Background: an optimization exercise with open tools, aiming at small area and a short achievable clock period. Do not read the settings as production practice.
No functional check of the RTL was part of any run shown here.

<file path="flow/flow/run.sh">
#!/bin/bash
set -e
ls -la > files.log 2>&1
cp standard.sh standard_sh.copy.log 2>/dev/null || true
export BUFFER_PORTS_ARGS="-buffer_cell sky130_fd_sc_hd__buf_2"
bash standard.sh > standard.log 2>&1
</file>
<file path="flow/standard.sh">
#!/bin/bash
# synth_recipe.tcl (not shown) runs the flow's synth.tcl, then flattens the netlist and writes it again
# the make line also repeats each setting of config.mk as NAME=value (left out here)
make -C /OpenROAD-flow-scripts/flow DESIGN_CONFIG=/design/flow/config.mk WORK_HOME=/design/flow/orfs CLKGATE_MAP_FILE= SYNTH_SCRIPT=/design/flow/synth_recipe.tcl "${@:-finish}"
</file>
<file path="flow/config.mk">
export PLATFORM = sky130hd
export DESIGN_NAME = fp_logarithm
export DESIGN_NICKNAME = fp_logarithm
export VERILOG_FILES = /design/flow/design.v
export SDC_FILE = /design/flow/constraint.sdc
export NUM_CORES = 4
export LEC_CHECK = 0
export ABC_AREA = 1
export CAP_MARGIN = 20
export CORE_MARGIN = 2
export CORE_UTILIZATION = 70
export PLACE_DENSITY = 0.8
export SLEW_MARGIN = 20
</file>
<file path="flow/constraint.sdc">
create_clock -name core_clock -period 16.0 [get_ports {clk}]
set_input_delay 3.2000 -clock core_clock [delete_from_list [all_inputs] [get_ports {clk}]]
set_output_delay 3.2000 -clock core_clock [all_outputs]
set_load 0.01 [all_outputs]
</file>
<file path="flow/design.v">
`timescale 1ns / 1ps
module fp_logarithm(in_val, clk, ln_output, rst);
input  [31:0] in_val;
input         clk, rst;
output [31:0] ln_output;
localparam [20:0] K8 = 21'h162E43;    
reg [28:0] cX;     
reg [1:0]  m10;    
wire [22:0] cM = {~cX[27:7], m10};
reg [7:0]  cE;
reg [3:0]  st;
reg [32:0] accr;    
reg [31:0] outr;
reg        a2d;
reg [2:0]  h;
reg        sel4, sel1, s0p, s0x, sel4n, sel1n, s0pn, s0xn, s0q, fsub;
reg        one1, two1, neg1, one2, two2, neg2, holdr;
reg        one1n, two1n, neg1n, one2n, two2n, neg2n;
assign ln_output = outr;
always @(posedge clk) begin
  m10 <= in_val[1:0];
  cE <= in_val[30:23];
  st <= st + 4'd1;
end
wire e127c = (cE == 8'd127);
wire subc  = ~cE[7] & ~(&cE[6:0]);           
wire [6:0] ev = subc ? ~cE[6:0] : (cE[6:0] + 7'd1);
reg  [2:0] msbev;
always @* begin
  casez (ev)
    7'b1??????: msbev = 3'd6;
    7'b01?????: msbev = 3'd5;
    7'b001????: msbev = 3'd4;
    7'b0001???: msbev = 3'd3;
    7'b00001??: msbev = 3'd2;
    7'b000001?: msbev = 3'd1;
    default:    msbev = 3'd0;
  endcase
end
wire [6:0] evn   = ev << (3'd6 - msbev);
wire       ovfc  = (evn >= 7'd93);
reg e127, e255, sub, ovf;
reg [2:0] delta;
always @(posedge clk) begin
  e127  <= e127c;
  e255  <= (cE == 8'd255);
  sub   <= subc;
  ovf   <= ovfc;
  delta <= msbev + {2'b0, ovfc};
end
wire [3:0]  ns   = st + 4'd1;
wire ldPA = (ns == 4'd11);
wire ldPB = (ns == 4'd12);
always @(posedge clk) begin
  if (ldPA)      cX <= ovf ? {8'b0, K8} : {7'b0, K8, 1'b0};
  else if (ldPB) cX <= ovf ? {4'b0, K8, 4'b0} : {3'b0, K8, 5'b0};
  else           cX <= {1'b1, ~in_val[22:2], 7'b0};
end
wire [24:0] mext = {1'b0, cM, 1'b0};
wire [8:0]  eext = {1'b0, evn, 1'b0};
reg  [4:0]  win;
reg         hnext;
always @* begin
  win = 5'd0;
  hnext = 1'b0;
  case (ns)
    4'd0: win = mext[4:0];
    4'd1: begin win = mext[8:4];   hnext = e127 & (cM[22:3]  == 20'd0); end
    4'd2: begin win = mext[12:8];  hnext = e127 & (cM[22:7]  == 16'd0); end
    4'd3: begin win = mext[16:12]; hnext = e127 & (cM[22:11] == 12'd0); end
    4'd4: begin win = mext[20:16]; hnext = e127 & (cM[22:15] == 8'd0);  end
    4'd5: begin win = mext[24:20]; hnext = e127 & (cM[22:19] == 4'd0);  end
    4'd11: win = e127 ? 5'd0 : eext[4:0];
    4'd12: win = e127 ? 5'd0 : eext[8:4];
    default: win = 5'd0;
  endcase
  if (hnext) win = 5'd0;
end
always @(posedge clk) begin
  one1 <= win[1] ^ win[0];
  two1 <= (win[2] & ~win[1] & ~win[0]) | (~win[2] & win[1] & win[0]);
  neg1 <= win[2] & ~(win[1] & win[0]);
  one2 <= win[3] ^ win[2];
  two2 <= (win[4] & ~win[3] & ~win[2]) | (~win[4] & win[3] & win[2]);
  neg2 <= win[4] & ~(win[3] & win[2]);
  one1n <= ~(win[1] ^ win[0]);
  two1n <= ~((win[2] & ~win[1] & ~win[0]) | (~win[2] & win[1] & win[0]));
  neg1n <= ~(win[2] & ~(win[1] & win[0]));
  one2n <= ~(win[3] ^ win[2]);
  two2n <= ~((win[4] & ~win[3] & ~win[2]) | (~win[4] & win[3] & win[2]));
  neg2n <= ~(win[4] & ~(win[3] & win[2]));
  holdr <= hnext;
end
reg isQ, isPA, isPB, isS0, isOut;
always @(posedge clk) begin
  isQ   <= (ns <= 4'd5);
  isPA  <= (ns == 4'd11);
  isPB  <= (ns == 4'd12);
  isS0  <= (ns == 4'd0);
  isOut <= (ns == 4'd13);
end
wire c1 = isQ & ~m10[1];
wire [28:0] X = cX;
wire [32:0] lowm = isQ ? 33'h7F : (isPB ? 33'hF : 33'h0);
wire [29:0] c1v  = {22'd0, c1, 7'd0};
wire [29:0] one1v = {{15{~one1n}}, {15{one1}}};
wire [29:0] two1v = {{15{~two1n}}, {15{two1}}};
wire [29:0] neg1v = {{15{~neg1n}}, {15{neg1}}};
wire [29:0] one2v = {{15{~one2n}}, {15{one2}}};
wire [29:0] two2v = {{15{~two2n}}, {15{two2}}};
wire [29:0] neg2v = {{15{~neg2n}}, {15{neg2}}};
wire [29:0] base1 = (one1v & {1'b0, X}) | (two1v & ({X, 1'b0} | c1v));
wire [29:0] base2 = (one2v & {1'b0, X}) | (two2v & ({X, 1'b0} | c1v));
wire [32:0] r1 = {{3{~neg1n}}, base1 ^ (neg1v & ~lowm[29:0])};
wire [32:0] r2 = {{3{~neg2n}}, base2 ^ (neg2v & ~lowm[29:0])};
wire a1 = (one1 | two1) & (neg1 ^ c1);
wire a2 = (one2 | two2) & (neg2 ^ c1);
wire [32:0] ex_a1 = isQ ? ({32'd0, a1} << 7) : (isPB ? ({32'd0, a1} << 4) : {32'd0, a1});
wire [32:0] ex_a2 = isPB ? ({32'd0, a2d} << 2) : ({32'd0, a2d} << 5);
wire [32:0] r2s = {r2[30:0], 2'b00} | ex_a1 | ex_a2;
wire mask = isPA & ~e127;
wire [29:0] s4v = {{15{~sel4n}}, {15{sel4}}};
wire [29:0] s1v = {{15{~sel1n}}, {15{sel1}}};
wire [25:0] s0pv = {{11{~s0pn}}, {15{s0p}}};
wire [25:0] s0xv = {{11{~s0xn}}, {15{s0x}}};
wire [29:0] acc_sh = (s4v & {accr[32], accr[32:4]}) | (s1v & accr[30:1]);
wire [29:0] acc_in = {acc_sh[29:4] | (s0pv & accr[29:4]) | (s0xv & ~accr[29:4]),
                      acc_sh[3:0]  | ({4{s0q}} & accr[3:0]) | {4{fsub}}};
wire cin = mask & sub;
wire [32:0] opa = {{3{acc_in[29]}}, acc_in};
wire [32:0] csa_s = opa ^ r1 ^ r2s;
wire [32:0] csa_c = {(opa[31:0] & r1[31:0]) | (opa[31:0] & r2s[31:0]) | (r1[31:0] & r2s[31:0]), cin};
wire [32:0] sum = csa_s + csa_c;
reg [1:0] shn, shr;
reg e127al;
always @* begin
  shn = 2'd0;
  if (ns <= 4'd5) shn = hnext ? 2'd0 : 2'd2;
  else if (~e127) case (ns)
    4'd6:  shn = delta[2] ? 2'd2 : 2'd0;
    4'd7, 4'd8: shn = delta[1] ? 2'd1 : 2'd0;
    4'd9:  shn = delta[0] ? 2'd1 : 2'd0;
    4'd12: shn = 2'd2;
    default: shn = 2'd0;
  endcase
end
always @(posedge clk) begin
  shr    <= shn;
  e127al <= e127 & (ns >= 4'd7) & (ns <= 4'd10);
end
wire ge24 = sel1 ? |accr[30:25] : |accr[29:24];
wire [1:0] shs = e127al ? {1'b0, ge24} : shr;
always @(posedge clk) begin
  accr <= sum;
  sel4 <= (shs == 2'd2) & (ns != 4'd0);
  sel1 <= (shs == 2'd1) & (ns != 4'd0);
  s0p  <= (shs == 2'd0) & (ns != 4'd0) & ~((ns == 4'd11) & ~e127 & sub);
  s0x  <= (ns == 4'd11) & ~e127 & sub;
  s0q  <= (shs == 2'd0) & (ns != 4'd0) & ~((ns == 4'd11) & ~e127);
  fsub <= (ns == 4'd11) & ~e127 & sub;
  sel4n <= ~((shs == 2'd2) & (ns != 4'd0));
  sel1n <= ~((shs == 2'd1) & (ns != 4'd0));
  s0pn <= ~((shs == 2'd0) & (ns != 4'd0) & ~((ns == 4'd11) & ~e127 & sub));
  s0xn <= ~((ns == 4'd11) & ~e127 & sub);
  a2d <= ((isQ & ~holdr) | isPA) ? a2 : 1'b0;
  if (isS0) h <= 3'd0;
  else if (e127al & ge24) h <= h + 3'd1;
end
wire [24:0] xv = e127 ? accr[24:0] : accr[28:4];
reg  [22:0] field;
reg  [1:0]  pofs;  
always @* begin
  if (xv[24])      begin field = xv[23:1];                  pofs = 2'd3; end
  else if (xv[23]) begin field = {xv[22:1], 1'b0};          pofs = 2'd2; end
  else if (xv[22]) begin field = {xv[21:1], 2'b00};         pofs = 2'd1; end
  else             begin field = {xv[20:1], 3'b000};        pofs = 2'd0; end
end
wire [2:0] z = {2'b0, cM[22:3] == 20'd0} + {2'b0, cM[22:7] == 16'd0} + {2'b0, cM[22:11] == 12'd0}
             + {2'b0, cM[22:15] == 8'd0} + {2'b0, cM[22:19] == 4'd0};
wire [7:0] expo = e127 ? (8'd120 - {3'b0, z, 2'b00} + {5'b0, h} + {6'b0, pofs})
                       : (8'd124 + {5'b0, delta} + {6'b0, pofs});
always @(posedge clk) begin
  if (isOut) begin
    if (e255)                    outr <= 32'hcf317216;
    else if (e127 && cM == 23'd0) outr <= 32'h00800000;
    else                         outr <= {sub, expo, field};
  end
end
endmodule
</file>
==> load_flow_metrics.sql, run 1 <==
INSERT INTO impl_metrics (metric_group, metric, value, unit) VALUES
('hold_path', 'worst_hold_path.num_cells', '1', ''),
('hold_path', 'hold_path_startpoint', 'st[0]', ''),
('layout', 'number_of_diodes', '0', ''),
('grt', 'grt_first_pass_wirelength', '44.8', 'mm'),
('clock_tree', 'clock_tree_from_tritoncts', 'done', ''),
('layout', 'proportion_of_layout_cells_with_a_drive_suffix_above_1', '10.5', '%'),
('layout', 'nFillCells', '1160', ''),
('clock_tree', 'ctsHtreeMaxLevel', '4', ''),
('grt', 'largest_net_degree_at_the_start_of_global_routing', '55', ''),
('route', 'first_iter_violations', '999', ''),
('synth', 'yosysSeqAreaShare', '30.2', '%'),
('clock_tree', 'clkTransAtPathRegs', '0.07', 'ns'),
('critical_path', 'reg2reg_depth', '18', ''),
('timing', 'slew_violations', '0', ''),
('floorplan', 'die_height', '128', 'um'),
('hold_path', 'min_to', 'st[0]', ''),
('timing', 'timing.final.crit_share', '27.4', '%'),
('synth', 'synth_enable_flop_cells', '32', ''),
('synth', 'postSynthRegisterBits', '147', ''),
('critical_path', 'timing_worst_setup_path_type', 'reg2reg', ''),
('timing', 'setup_tns', '0', 'ns'),
('clock_tree', 'tritoncts.num_buffers', '17', ''),
('layout', 'finalNonFillerCells', '1701', ''),
('timing', 'worst_clock_skew', '0.00958', 'ns'),
('floorplan', 'initial_utilization', '71.3', '%'),
('critical_path', 'arrival', '4.75', 'ns'),
('clock_tree', 'clock_sink_count', '147', ''),
('clock_tree', 'clock_tree.buffer_depth', '2', ''),
('grt', 'vias_in_the_first_global_route', '9084', ''),
('critical_path', 'reg2reg_setup_slack', '11.61', 'ns'),
('synth', 'synth_flop_cell', 'dfxtp_1', ''),
('placement', 'place_area', '11200', 'um^2'),
('grt', 'gr-usage-all-layers', '34.6', '%'),
('clock_tree', 'postCtsSetupRepairBufs', '0', ''),
('route', 'drt_first_pass_iters', '6', ''),
('grt', 'grt_overflow', '0', ''),
('synth', 'synth_most_common_cell', 'inv_1', ''),
('synth', 'syn_inst', '1457', ''),
('timing', 'timing.slew.headroom', '40.7', '%'),
('layout', 'finish.net_count', '1627', ''),
('timing', 'post-route-min-period', '4.39', 'ns'),
('floorplan', 'fp.dieW', '128', 'um'),
('placement', 'placement.setup.worst_slack', '11.74', 'ns'),
('synth', 'ys_types', '53', ''),
('route', 'top_layer_used', 'met4', ''),
('critical_path', 'regToRegEndpoint', 'accr[22]', ''),
('critical_path', 'critPathMaxFanout', '11', ''),
('floorplan', 'die_area', '16400', 'um^2'),
('synth', 'synthDominantCellAreaShare', '21.3', '%'),
('synth', 'post_synthesis_instance_area', '10800', 'um^2'),
('placement', 'numPortBuffers', '63', ''),
('route', 'detailroute.wirelength.met3', '2.19', 'mm'),
('layout', 'areaGrowthSynthToFinish', '9.56', '%'),
('timing', 'achievable-frequency', '0.228', 'GHz'),
('synth', 'synth_largest_area_cell', 'dfxtp_1', ''),
('timing', 'setup-violations-final', '0', ''),
('synth', 'synth-async-reset-ratio', '0', '%'),
('outcome', 'outcome', 'complete, no violations', ''),
('synth', 'synth.area.top_cells', 'dfxtp_1 21%, edfxtp_1 8.9%, inv_1 8.7%, nand2_1 8.2%, ha_1 6.7%', ''),
('layout', 'finalInstanceArea', '11800', 'um^2'),
('clock_tree', 'clock-root-buffer', 'clkbuf_16', ''),
('layout', 'register_area', '3260', 'um^2'),
('layout', 'multi_input_combinational_cell_area', '6390', 'um^2'),
('synth', 'synth_top_cells_by_count', '249 x inv_1, 236 x nand2_1, 117 x nor2_1', '');
layout make-up:
class	count	share of cell area (%)
clock buffers	19	3.74
clock inverters	13	1.46
inverters	263	8.36
multi-input cells	1005	54.0
flip-flops and latches	147	27.6
well taps	188	1.99
repair buffers	66	2.85
layer usage:
layer	vias to the layer above	GRT usage [%]
met5	-	0
met4	0	14.1
met3	62	5.72
met2	452	53.8
met1	4580	48.0
li1	4903	-
how the worst max path moves through the flow:
stage	startpoint	to	slack, ns	cells past startpoint
6_report	sel1	accr[22]	11.61	18
5_1_grt	sel1	accr[22]	11.36	18
4_1_cts	sel1	accr[22]	11.72	18
3_5_place_dp	sel1	accr[22]	11.74	18
3_3_place_gp	sel1	accr[22]	11.76	18
2_1_floorplan	cX[27]	outr[27]	12.39	18
sequential cells by signal (all words and copies together), names as in the netlist, 2 cells and up:
name and cells:
cE 8, accr 33, m10 2, st 4, cX 28, h 3, delta 3, outr 32
shr 2
cell families after synthesis:
kind of cell | Yosys count | synth area share [%]
adder cells (fa/ha/maj) | 93 | 13.2
XOR/XNOR | 100 | 8.32
AND/OR/NAND/NOR | 493 | 20.0
flip-flops | 147 | 30.2
AO/OA/AOI/OAI | 319 | 17.6
buffers and inverters | 305 | 10.6
placed cells by master (no fill, tap or decap), drive strengths merged, types with 6 or more instances in the layout:
| cell | instances |
|---|---|
| xnor2 | 16 |
| a21oi | 74 |
| fa | 35 |
| o21ai | 93 |
| ha | 58 |
| a221oi | 10 |
| o211ai | 10 |
| inv | 267 |
| nand4 | 12 |
| nand2 | 257 |
| clkbuf | 19 |
| nand3 | 57 |
| nor2 | 126 |
| a211oi | 6 |
| dfxtp | 115 |
| xor2 | 84 |
| o221ai | 6 |
| buf | 66 |
| edfxtp | 32 |
| nor3 | 28 |
| o22ai | 90 |
| a31oi | 13 |
through the flow:
stage	hold WS [ns]	util, %
final	0.492	78.1
after global routing	0.519	78.1
after global placement	0.454	74.0
after CTS	0.477	78.1
after detailed placement	0.462	74.0
after floorplan	0.422	-
worst max-delay path: stages (launching register included):
cell and delay (ns):
dfxtp_1 0.46, inv_1 0.35, o22ai_1 0.19, a21oi_1 0.14, nand2_1 0.09, fa_1 0.55, ha_1 0.16, inv_1 0.06
fa_1 0.41, o21ai_0 0.33, nand2_1 0.09, nand3_1 0.12, nand2_1 0.06, nand2_1 0.21, a21oi_1 0.14, o21ai_0 0.32
a21oi_1 0.18, o21ai_0 0.28, xor2_1 0.17
==> inputs of run 2 (changes only) <==
==> flow/flow/run.sh (replaced) <==
#!/bin/bash
set -e
export BUFFER_PORTS_ARGS="-buffer_cell sky130_fd_sc_hd__buf_2"
export CTS_ARGS="-sink_clustering_enable -repair_clock_nets -buf_list sky130_fd_sc_hd__clkbuf_8 -dont_use_dummy_load"
bash standard.sh > standard.log 2>&1
--- a/flow/config.mk
+++ b/flow/config.mk
@@ -8,6 +8,5 @@
 export ABC_AREA = 1
 export CAP_MARGIN = 20
 export CORE_MARGIN = 2
-export CORE_UTILIZATION = 70
-export PLACE_DENSITY = 0.8
+export CORE_UTILIZATION = 65
 export SLEW_MARGIN = 20
==> run 2 against run 1 <==
Still clean. Critical path depth unchanged. Critical endpoint unchanged. Clock skew rose by 0.017 ns. Largest cell class unchanged. Worst setup slack lost 0.014 ns. Non-clock buffer count is the same.
==> load_flow_metrics.sql, run 2 <==
INSERT INTO impl_metrics (metric_group, metric, value, unit) VALUES
('clock_tree', 'clock-root-buffer', 'clkbuf_8', ''),
('synth', 'synth_largest_area_cell', 'dfxtp_1', ''),
('layout', 'areaGrowthSynthToFinish', '6.36', '%'),
('route', 'detail-route-antenna-nets', '0', ''),
('layout', 'largest_registers', 'accr: 33 flops, outr: 32 flops, cX: 28 flops', ''),
('timing', 'achievable-frequency', '0.227', 'GHz'),
('critical_path', 'startpoint_of_the_most_critical_register_to_register_path', 'sel1', ''),
('route', 'drt_first_pass_iters', '5', ''),
('timing', 'finalHoldViolCount', '0', ''),
('critical_path', 'crit_path_start', 'sel1', ''),
('layout', 'most-common-layout-cells', '249 x inv_1, 236 x nand2_1, 117 x nor2_1, 115 x dfxtp_1, 91 x o21ai_0', ''),
('timing', 'rsz_0062_raised_after_global_routing', 'no', ''),
('clock_tree', 'holdBufCountCts', '0', ''),
('timing', 'slew_at_the_pin_with_the_worst_max_slew_slack', '1.09', 'ns'),
('critical_path', 'critPathMaxFanout', '11', ''),
('critical_path', 'timing_worst_setup_path_type', 'reg2reg', ''),
('synth', 'ys_types', '53', ''),
('clock_tree', 'tritoncts.num_buffers', '17', ''),
('layout', 'register_area', '3260', 'um^2'),
('route', 'first_iter_violations', '872', ''),
('layout', 'finish.net_count', '1627', ''),
('clock_tree', 'clock_tree_from_tritoncts', 'done', ''),
('floorplan', 'top_ports', '66', ''),
('synth', 'synth.area.top_cells', 'dfxtp_1 21%, edfxtp_1 8.9%, inv_1 8.7%, nand2_1 8.2%, ha_1 6.7%', ''),
('floorplan', 'die_height', '133', 'um'),
('synth', 'post_synthesis_instance_area', '10800', 'um^2'),
('clock_tree', 'ctsHtreeMaxLevel', '4', ''),
('timing', 'worst_clock_skew', '0.0264', 'ns'),
('layout', 'number_of_diodes', '0', ''),
('synth', 'synthDominantCellAreaShare', '21.3', '%'),
('synth', 'yosysWarnings', '1', ''),
('timing', 'setup_tns', '0', 'ns'),
('route', 'routed_wl', '27.3', 'mm'),
('critical_path', 'reg2reg_setup_slack', '11.60', 'ns'),
('synth', 'synth_enable_flop_cells', '32', ''),
('layout', 'mostFrequentLayoutCell', 'inv_1', ''),
('layout', 'nFillCells', '1431', ''),
('hold_path', 'min_to', 'h[2]', ''),
('floorplan', 'fp.dieW', '133', 'um'),
('clock_tree', 'clock_tree.buffer_depth', '2', ''),
('critical_path', 'crit_path_end_kind', 'flip-flop', ''),
('floorplan', 'initial_utilization', '65.8', '%'),
('hold_path', 'hold_path_startpoint', 'isS0', ''),
('synth', 'synth-async-reset-ratio', '0', '%'),
('grt', 'gr-usage-all-layers', '31.6', '%'),
('placement', 'gp_routability_congestion', '0.957', ''),
('hold_path', 'worst_hold_path_type', 'reg2reg', ''),
('synth', 'synth_most_common_cell', 'inv_1', ''),
('clock_tree', 'postCtsSetupRepairBufs', '0', ''),
('placement', 'numPortBuffers', '63', ''),
('synth', 'synth_flop_cell', 'dfxtp_1', ''),
('floorplan', 'rows', '47', ''),
('route', 'count_of_unresolved_drc_violations_after_routing', '0', ''),
('timing', 'post-route-min-period', '4.40', 'ns'),
('layout', 'largest_reg_flops', '33', ''),
('grt', 'largest_net_degree_at_the_start_of_global_routing', '55', ''),
('grt', 'grt_first_pass_wirelength', '44.8', 'mm'),
('route', 'via_per_inst', '5.74', ''),
('outcome', 'outcome', 'complete, no violations', ''),
('route', 'detail_route.wl_per_cell', '15.9', 'um'),
('layout', 'proportion_of_layout_cells_with_a_drive_suffix_above_1', '9.61', '%'),
('clock_tree', 'clkTransAtPathRegs', '0.08', 'ns'),
('timing', 'slew_violations', '0', ''),
('critical_path', 'regToRegEndpoint', 'accr[22]', ''),
('synth', 'syn_nets', '1584', ''),
('critical_path', 'reg2reg_depth', '18', ''),
('clock_tree', 'worstSkewPairLatency', '0.45', 'ns'),
('floorplan', 'core-area', '16400', 'um^2'),
('clock_tree', 'postCtsResizedCells', '0', ''),
('grt', 'grt_overflow', '0', ''),
('layout', 'multi_input_combinational_cell_area', '6390', 'um^2'),
('floorplan', 'die_area', '17700', 'um^2'),
('critical_path', 'arrival', '4.77', 'ns'),
('critical_path', 'worstPathRequired', '16.37', 'ns'),
('synth', 'synth_top_cells_by_count', '249 x inv_1, 236 x nand2_1, 117 x nor2_1', ''),
('run', 'maxCapViolations', '0', ''),
('synth', 'yosysSeqAreaShare', '30.2', '%'),
('placement', 'place_hpwl', '21.8', 'mm'),
('timing', 'timing.final.crit_share', '27.5', '%'),
('grt', 'vias_in_the_first_global_route', '9109', ''),
('synth', 'synth_area_per_cell', '7.41', 'um^2'),
('timing', 'timing.slew.headroom', '26.9', '%'),
('hold_path', 'worst_hold_path.num_cells', '1', ''),
('timing', 'setup-violations-final', '0', ''),
('synth', 'postSynthRegisterBits', '147', ''),
('clock_tree', 'clock_sink_count', '147', ''),
('grt', 'grt_antenna_before_repair', '0', ''),
('layout', 'largest-register', 'accr', ''),
('critical_path', 'timing.critical_path.from_type', 'flip-flop', ''),
('route', 'detailroute.via_count', '9869', ''),
('synth', 'syn_inst', '1457', '');
[run 2: cell counts after synthesis]
Identical to the previous run, type by type.
[run 2: cell type report]
cell class,instances,share of cell area [%]
Inverter,263,8.61
Timing Repair Buffer,66,2.94
Sequential cell,147,28.4
Tap cell,220,2.40
Multi-Input combinational cell,1005,55.6
Clock buffer,17,2.04
[run 2: layer usage]
metal,share of wire (%),vias to the layer above,GRT usage [%],routed length [um]
met2,46,412,51.0,12500
met3,6.8,43,4.83,1840
li1,-,4884,-,-
met1,45,4530,44.2,12300
met5,0,-,0,0
met4,2.2,0,9.56,612
[run 2: worst max-delay path by stage]
| stage | to | slack (ns) | cells after the start |
|---|---|---|---|
| after global placement | accr[22] | 11.71 | 18 |
| after global routing | accr[22] | 11.27 | 18 |
| after CTS | accr[22] | 11.64 | 18 |
| after floorplan | outr[27] | 12.39 | 18 |
| final | accr[22] | 11.60 | 18 |
| after detailed placement | accr[22] | 11.67 | 18 |
[run 2: cell families (layout without fill, tap and decap cells)]
group                    after synthesis  in the layout  synth area share [%]
AND/OR/NAND/NOR                      493            493                  20.0
AO/OA/AOI/OAI                        319            319                  17.6
buffers and inverters                305            346                  10.6
flip-flops                           147            147                  30.2
XOR/XNOR                             100            100                  8.32
adder cells (fa/ha/maj)               93             93                  13.2
[run 2: through the flow]
step / area, um^2 / setup slack [ns] / util [%] / instances / hold slack [ns]
finish: 11500 / 11.60 / 70.0 / 1718 / 0.475
global placement: 11300 / 11.71 / 68.6 / 1701 / 0.452
detailed placement: 11300 / 11.67 / 68.6 / 1701 / 0.460
floorplan: 10800 / 12.39 / - / 1457 / 0.422
global route: 11500 / 11.27 / 70.0 / 1718 / 0.494
CTS: 11500 / 11.64 / 70.0 / 1718 / 0.474
[run 2: worst max-delay path, stage by stage (launching register included)]
cell     delay (ns)
dfxtp_1        0.48
inv_1          0.34
o22ai_1        0.20
a21oi_1        0.14
nand2_1        0.09
fa_1           0.56
ha_1           0.16
inv_1          0.05
fa_1           0.40
o21ai_0        0.34
nand2_1        0.10
nand3_1        0.12
nand2_1        0.06
nand2_1        0.21
a21oi_1        0.14
o21ai_0        0.33
a21oi_1        0.19
o21ai_0        0.24
xor2_1         0.16
==> inputs of run 3 (changes only) <==
--- a/flow/design.v
+++ b/flow/design.v
@@ -9,7 +9,7 @@
 wire [22:0] cM = {~cX[27:7], m10};
 reg [7:0]  cE;
 reg [3:0]  st;
-reg [32:0] accr;    
+reg [33:0] accr;    
 reg [31:0] outr;
 reg        a2d;
 reg [2:0]  h;
@@ -20,7 +20,8 @@
 always @(posedge clk) begin
   m10 <= in_val[1:0];
   cE <= in_val[30:23];
-  st <= st + 4'd1;
+  if (cE[0] == in_val[23]) st <= st + 4'd1;
+  else                     st <= 4'd0;
 end
 wire e127c = (cE == 8'd127);
 wire subc  = ~cE[7] & ~(&cE[6:0]);           
@@ -101,7 +102,7 @@
 end
 wire c1 = isQ & ~m10[1];
 wire [28:0] X = cX;
-wire [32:0] lowm = isQ ? 33'h7F : (isPB ? 33'hF : 33'h0);
+wire [33:0] lowm = isQ ? 34'h7F : (isPB ? 34'hF : 34'h0);
 wire [29:0] c1v  = {22'd0, c1, 7'd0};
 wire [29:0] one1v = {{15{~one1n}}, {15{one1}}};
 wire [29:0] two1v = {{15{~two1n}}, {15{two1}}};
@@ -111,26 +112,26 @@
 wire [29:0] neg2v = {{15{~neg2n}}, {15{neg2}}};
 wire [29:0] base1 = (one1v & {1'b0, X}) | (two1v & ({X, 1'b0} | c1v));
 wire [29:0] base2 = (one2v & {1'b0, X}) | (two2v & ({X, 1'b0} | c1v));
-wire [32:0] r1 = {{3{~neg1n}}, base1 ^ (neg1v & ~lowm[29:0])};
-wire [32:0] r2 = {{3{~neg2n}}, base2 ^ (neg2v & ~lowm[29:0])};
+wire [33:0] r1 = {{4{~neg1n}}, base1 ^ (neg1v & ~lowm[29:0])};
+wire [33:0] r2 = {{4{~neg2n}}, base2 ^ (neg2v & ~lowm[29:0])};
 wire a1 = (one1 | two1) & (neg1 ^ c1);
 wire a2 = (one2 | two2) & (neg2 ^ c1);
-wire [32:0] ex_a1 = isQ ? ({32'd0, a1} << 7) : (isPB ? ({32'd0, a1} << 4) : {32'd0, a1});
-wire [32:0] ex_a2 = isPB ? ({32'd0, a2d} << 2) : ({32'd0, a2d} << 5);
-wire [32:0] r2s = {r2[30:0], 2'b00} | ex_a1 | ex_a2;
+wire [33:0] ex_a1 = isQ ? ({33'd0, a1} << 7) : (isPB ? ({33'd0, a1} << 4) : {33'd0, a1});
+wire [33:0] ex_a2 = isPB ? ({33'd0, a2d} << 2) : ({33'd0, a2d} << 5);
+wire [33:0] r2s = {r2[31:0], 2'b00} | ex_a1 | ex_a2;
 wire mask = isPA & ~e127;
 wire [29:0] s4v = {{15{~sel4n}}, {15{sel4}}};
 wire [29:0] s1v = {{15{~sel1n}}, {15{sel1}}};
 wire [25:0] s0pv = {{11{~s0pn}}, {15{s0p}}};
 wire [25:0] s0xv = {{11{~s0xn}}, {15{s0x}}};
-wire [29:0] acc_sh = (s4v & {accr[32], accr[32:4]}) | (s1v & accr[30:1]);
+wire [29:0] acc_sh = (s4v & accr[33:4]) | (s1v & accr[30:1]);
 wire [29:0] acc_in = {acc_sh[29:4] | (s0pv & accr[29:4]) | (s0xv & ~accr[29:4]),
                       acc_sh[3:0]  | ({4{s0q}} & accr[3:0]) | {4{fsub}}};
 wire cin = mask & sub;
-wire [32:0] opa = {{3{acc_in[29]}}, acc_in};
-wire [32:0] csa_s = opa ^ r1 ^ r2s;
-wire [32:0] csa_c = {(opa[31:0] & r1[31:0]) | (opa[31:0] & r2s[31:0]) | (r1[31:0] & r2s[31:0]), cin};
-wire [32:0] sum = csa_s + csa_c;
+wire [33:0] opa = {{4{acc_in[29]}}, acc_in};
+wire [33:0] csa_s = opa ^ r1 ^ r2s;
+wire [33:0] csa_c = {(opa[32:0] & r1[32:0]) | (opa[32:0] & r2s[32:0]) | (r1[32:0] & r2s[32:0]), cin};
+wire [33:0] sum = csa_s + csa_c;
 reg [1:0] shn, shr;
 reg e127al;
 always @* begin
==> run 3 against run 2 <==
Still clean on timing, DRC and antenna. Global-route usage rose by 1.4 points. Core utilization rose by 0.50 points. Count of clock-buffer cells in the layout did not move. Critical path depth fell by 2.
==> load_flow_metrics.sql, run 3 <==
INSERT INTO impl_metrics (metric_group, metric, value, unit) VALUES
('layout', 'largest-register', 'accr', ''),
('layout', 'most-common-layout-cells', '255 x inv_1, 229 x nand2_1, 122 x nor2_1, 115 x dfxtp_1, 98 x o21ai_0', ''),
('layout', 'finalNonFillerCells', '1744', ''),
('synth', 'yosys.area_share.xor_xnor', '7.76', '%'),
('timing', 'timing.final.crit_share', '28.1', '%'),
('clock_tree', 'ctsHtreeMaxLevel', '4', ''),
('timing', 'setup_tns', '0', 'ns'),
('synth', 'area_fraction_in_and_or_nand_and_nor_cells_after_synthesis', '19.3', '%'),
('timing', 'worst_clock_skew', '0.0292', 'ns'),
('clock_tree', 'holdBufCountCts', '0', ''),
('synth', 'syn_inst', '1477', ''),
('floorplan', 'fp.dieW', '134', 'um'),
('route', 'first_iter_violations', '1038', ''),
('grt', 'gr-usage-all-layers', '33.1', '%'),
('synth', 'synth_flop_cell', 'dfxtp_1', ''),
('synth', 'synth_most_common_cell', 'inv_1', ''),
('timing', 'rsz_0062_raised_after_global_routing', 'no', ''),
('synth', 'synthDominantCellAreaShare', '21.2', '%'),
('clock_tree', 'clock-root-buffer', 'clkbuf_8', ''),
('placement', 'placed_cells', '1727', ''),
('clock_tree', 'clock_tree_from_tritoncts', 'done', ''),
('timing', 'finalHoldViolCount', '0', ''),
('layout', 'finalCoreUtilization', '70.5', '%'),
('critical_path', 'crit_path_end_kind', 'flip-flop', ''),
('synth', 'largest_family_of_logic_cells_by_synthesized_area', 'simple AND/OR/NAND/NOR gates', ''),
('synth', 'synth_enable_flop_cells', '32', ''),
('critical_path', 'critPathMaxFanout', '11', ''),
('critical_path', 'worst_path_max_delay_cell', 'o21ai_0', ''),
('layout', 'finish.net_count', '1654', ''),
('timing', 'slew_at_the_pin_with_the_worst_max_slew_slack', '1.01', 'ns'),
('synth', 'ys_types', '55', ''),
('clock_tree', 'clock_sink_count', '148', ''),
('critical_path', 'reg2reg_depth', '16', ''),
('layout', 'mostFrequentLayoutCell', 'inv_1', ''),
('hold_path', 'min_to', 'h[1]', ''),
('timing', 'slew_violations', '0', ''),
('timing', 'achievable-frequency', '0.222', 'GHz'),
('critical_path', 'critPathMaxStageDelay', '0.54', 'ns'),
('route', 'routed_wl', '29.0', 'mm'),
('synth', 'synth_area_per_cell', '7.41', 'um^2'),
('placement', 'place_hpwl', '23.0', 'mm'),
('layout', 'proportion_of_layout_cells_with_a_drive_suffix_above_1', '8.73', '%'),
('hold_path', 'worst_hold_path.num_cells', '1', ''),
('critical_path', 'critical_path_cell_sequence', 'inv_1 -> nor2_1 -> inv_1 -> or2_2 -> o311ai_0 -> fa_1 -> ha_1 -> nand2_1 -> o211ai_1 -> nor2_1 -> o21ai_1 -> a21oi_1 -> o21ai_0 -> nand3_1 -> nand2_1 -> xnor2_1', ''),
('timing', 'timing.slew.headroom', '30.9', '%'),
('synth', 'yosys.area_share.adder', '13.2', '%'),
('critical_path', 'reg2reg_setup_slack', '11.50', 'ns'),
('run', 'maxCapViolations', '0', ''),
('layout', 'largest_reg_flops', '34', ''),
('floorplan', 'top_ports', '66', ''),
('synth', 'synth-async-reset-ratio', '0', '%'),
('route', 'via_per_inst', '5.85', ''),
('timing', 'fin_ws', '11.50', 'ns'),
('synth', 'yosysWarnings', '1', ''),
('layout', 'areaGrowthSynthToFinish', '6.54', '%'),
('grt', 'grt_first_pass_wirelength', '47.1', 'mm'),
('synth', 'synth_top_cells_by_count', '255 x inv_1, 229 x nand2_1, 122 x nor2_1', ''),
('timing', 'worst_hold_margin', '0.466', 'ns'),
('timing', 'post-route-min-period', '4.50', 'ns'),
('timing', 'setup-violations-final', '0', ''),
('clock_tree', 'postCtsResizedCells', '0', ''),
('floorplan', 'core-area', '16500', 'um^2'),
('critical_path', 'startpoint_of_the_most_critical_register_to_register_path', 'neg2', ''),
('route', 'detailroute.via_count', '10203', ''),
('floorplan', 'die_height', '134', 'um'),
('critical_path', 'timing_worst_setup_path_type', 'reg2reg', ''),
('synth', 'post_synthesis_instance_area', '10900', 'um^2'),
('route', 'drt_first_pass_iters', '7', ''),
('floorplan', 'die_area', '17900', 'um^2'),
('grt', 'vias_in_the_first_global_route', '9473', ''),
('placement', 'numPortBuffers', '63', ''),
('clock_tree', 'clock_tree.buffer_depth', '2', ''),
('clock_tree', 'clkTransAtPathRegs', '0.08', 'ns'),
('floorplan', 'rows', '47', ''),
('placement', 'placement.setup.worst_slack', '11.58', 'ns'),
('synth', 'synth_largest_area_cell', 'dfxtp_1', ''),
('route', 'detail_route.wl_per_cell', '16.6', 'um'),
('grt', 'grt_antenna_before_repair', '0', ''),
('hold_path', 'hold_path_startpoint', 'isS0', ''),
('floorplan', 'initial_utilization', '66.2', '%'),
('synth', 'yosysSeqAreaShare', '30.0', '%'),
('critical_path', 'regToRegEndpoint', 'accr[33]', ''),
('critical_path', 'timing.critical_path.from_type', 'flip-flop', ''),
('critical_path', 'cp_num_buf_inv', '2', ''),
('grt', 'largest_net_degree_at_the_start_of_global_routing', '57', ''),
('layout', 'largest_registers', 'accr: 34 flops, outr: 32 flops, cX: 28 flops', ''),
('synth', 'postSynthRegisterBits', '148', ''),
('clock_tree', 'worstSkewPairLatency', '0.46', 'ns'),
('route', 'count_of_unresolved_drc_violations_after_routing', '0', ''),
('critical_path', 'worstPathRequired', '16.38', 'ns'),
('layout', 'number_of_diodes', '0', ''),
('critical_path', 'arrival', '4.89', 'ns'),
('hold_path', 'worst_hold_path_type', 'reg2reg', ''),
('placement', 'gp_routability_congestion', '0.996', ''),
('synth', 'synth.area.top_cells', 'dfxtp_1 21%, edfxtp_1 8.8%, inv_1 8.8%, nand2_1 7.9%, ha_1 6.6%', ''),
('clock_tree', 'tritoncts.num_buffers', '17', ''),
('synth', 'syn_nets', '1605', ''),
('route', 'detail-route-antenna-nets', '0', ''),
('clock_tree', 'postCtsSetupRepairBufs', '0', ''),
('synth', 'area_fraction_in_compound_gates_after_synthesis', '19.2', '%'),
('outcome', 'outcome', 'complete, no violations', ''),
('synth', 'synth.area.mux_share', '0', '%'),
('grt', 'grt_overflow', '0', ''),
('critical_path', 'timing.critical_path.max_delay_family', 'compound AO/OA/AOI/OAI gates', '');
## run 3: changes by cell type in the layout (fill, tap and decap cells not counted), moves of 5 or more
cell,change
a211oi_1,+7
inv_1,+6
o21ai_0,+7
xnor2_1,+7
xor2_1,-9
a21oi_1,+7
a31oi_1,-6
nor2_1,+5
o21ai_1,+6
nand2_1,-7
nand2_2,-6
## run 3: layout make-up
type / count / area [um^2]
sequential: 148 / 3280
tap: 220 / 275
inverter: 268 / 1010
fill: 1486 / 4870
timing repair buffer: 68 / 353
clock buffer: 17 / 234
multi-input combinational: 1023 / 6500
## run 3: per-layer routing
metal	up-vias	GRT usage [%]	part of all wire, %
met4	0	12.4	3.1
met3	72	4.95	7.4
li1	4993	-	-
met1	4685	46.0	44
met5	-	0	0
met2	453	52.3	45
## run 3: metrics by stage
step | cell area, um^2
finish | 11700
global route | 11700
CTS | 11700
detailed placement | 11400
global placement | 11400
floorplan | 10900
## run 3: worst max-delay path by stage
stage,from,cells after the start,endpoint
finish,neg2,16,accr[33]
global route,neg2,16,accr[33]
CTS,neg2,16,accr[33]
detailed placement,neg2,16,accr[33]
global placement,neg2,16,accr[33]
floorplan,in_val[23],3,st[2]
## run 3: cell families after synthesis
group | count (synthesis)
and+or+nand+nor | 483
AOI/OAI and AO/OA | 350
buffers and inverters | 306
DFF | 148
xor gates and xnor gates | 96
adders and majority gates | 94

## static timing again, ports no longer ideal
The results above use ideal ports. As a check the final layouts listed here were re-extracted and re-timed, cells and wires unchanged. Step 1, drivers: a clkbuf_16 drives clk and a buf_2 each remaining input, both assumed. Step 2 times the ports against the registers' clock, not the clock port: input delays grow and output delays shrink by t, the midpoint of the rising clock arrivals with the driver on. Slacks: ideal / step 1 / step 2; pairs: ideal / step 1.
run | shift t [ns] | slack for setup (ns) | worst hold slack (ns)
run 1 | 0.472 | 11.614 / 11.614 / 11.614 | 0.492 / 0.492 / 0.492
run 2 | 0.485 | 11.600 / 11.600 / 11.600 | 0.475 / 0.475 / 0.475
run 3 | 0.486 | 11.499 / 11.499 / 11.499 | 0.466 / 0.466 / 0.466
After both steps setup and hold are still met in every run listed.
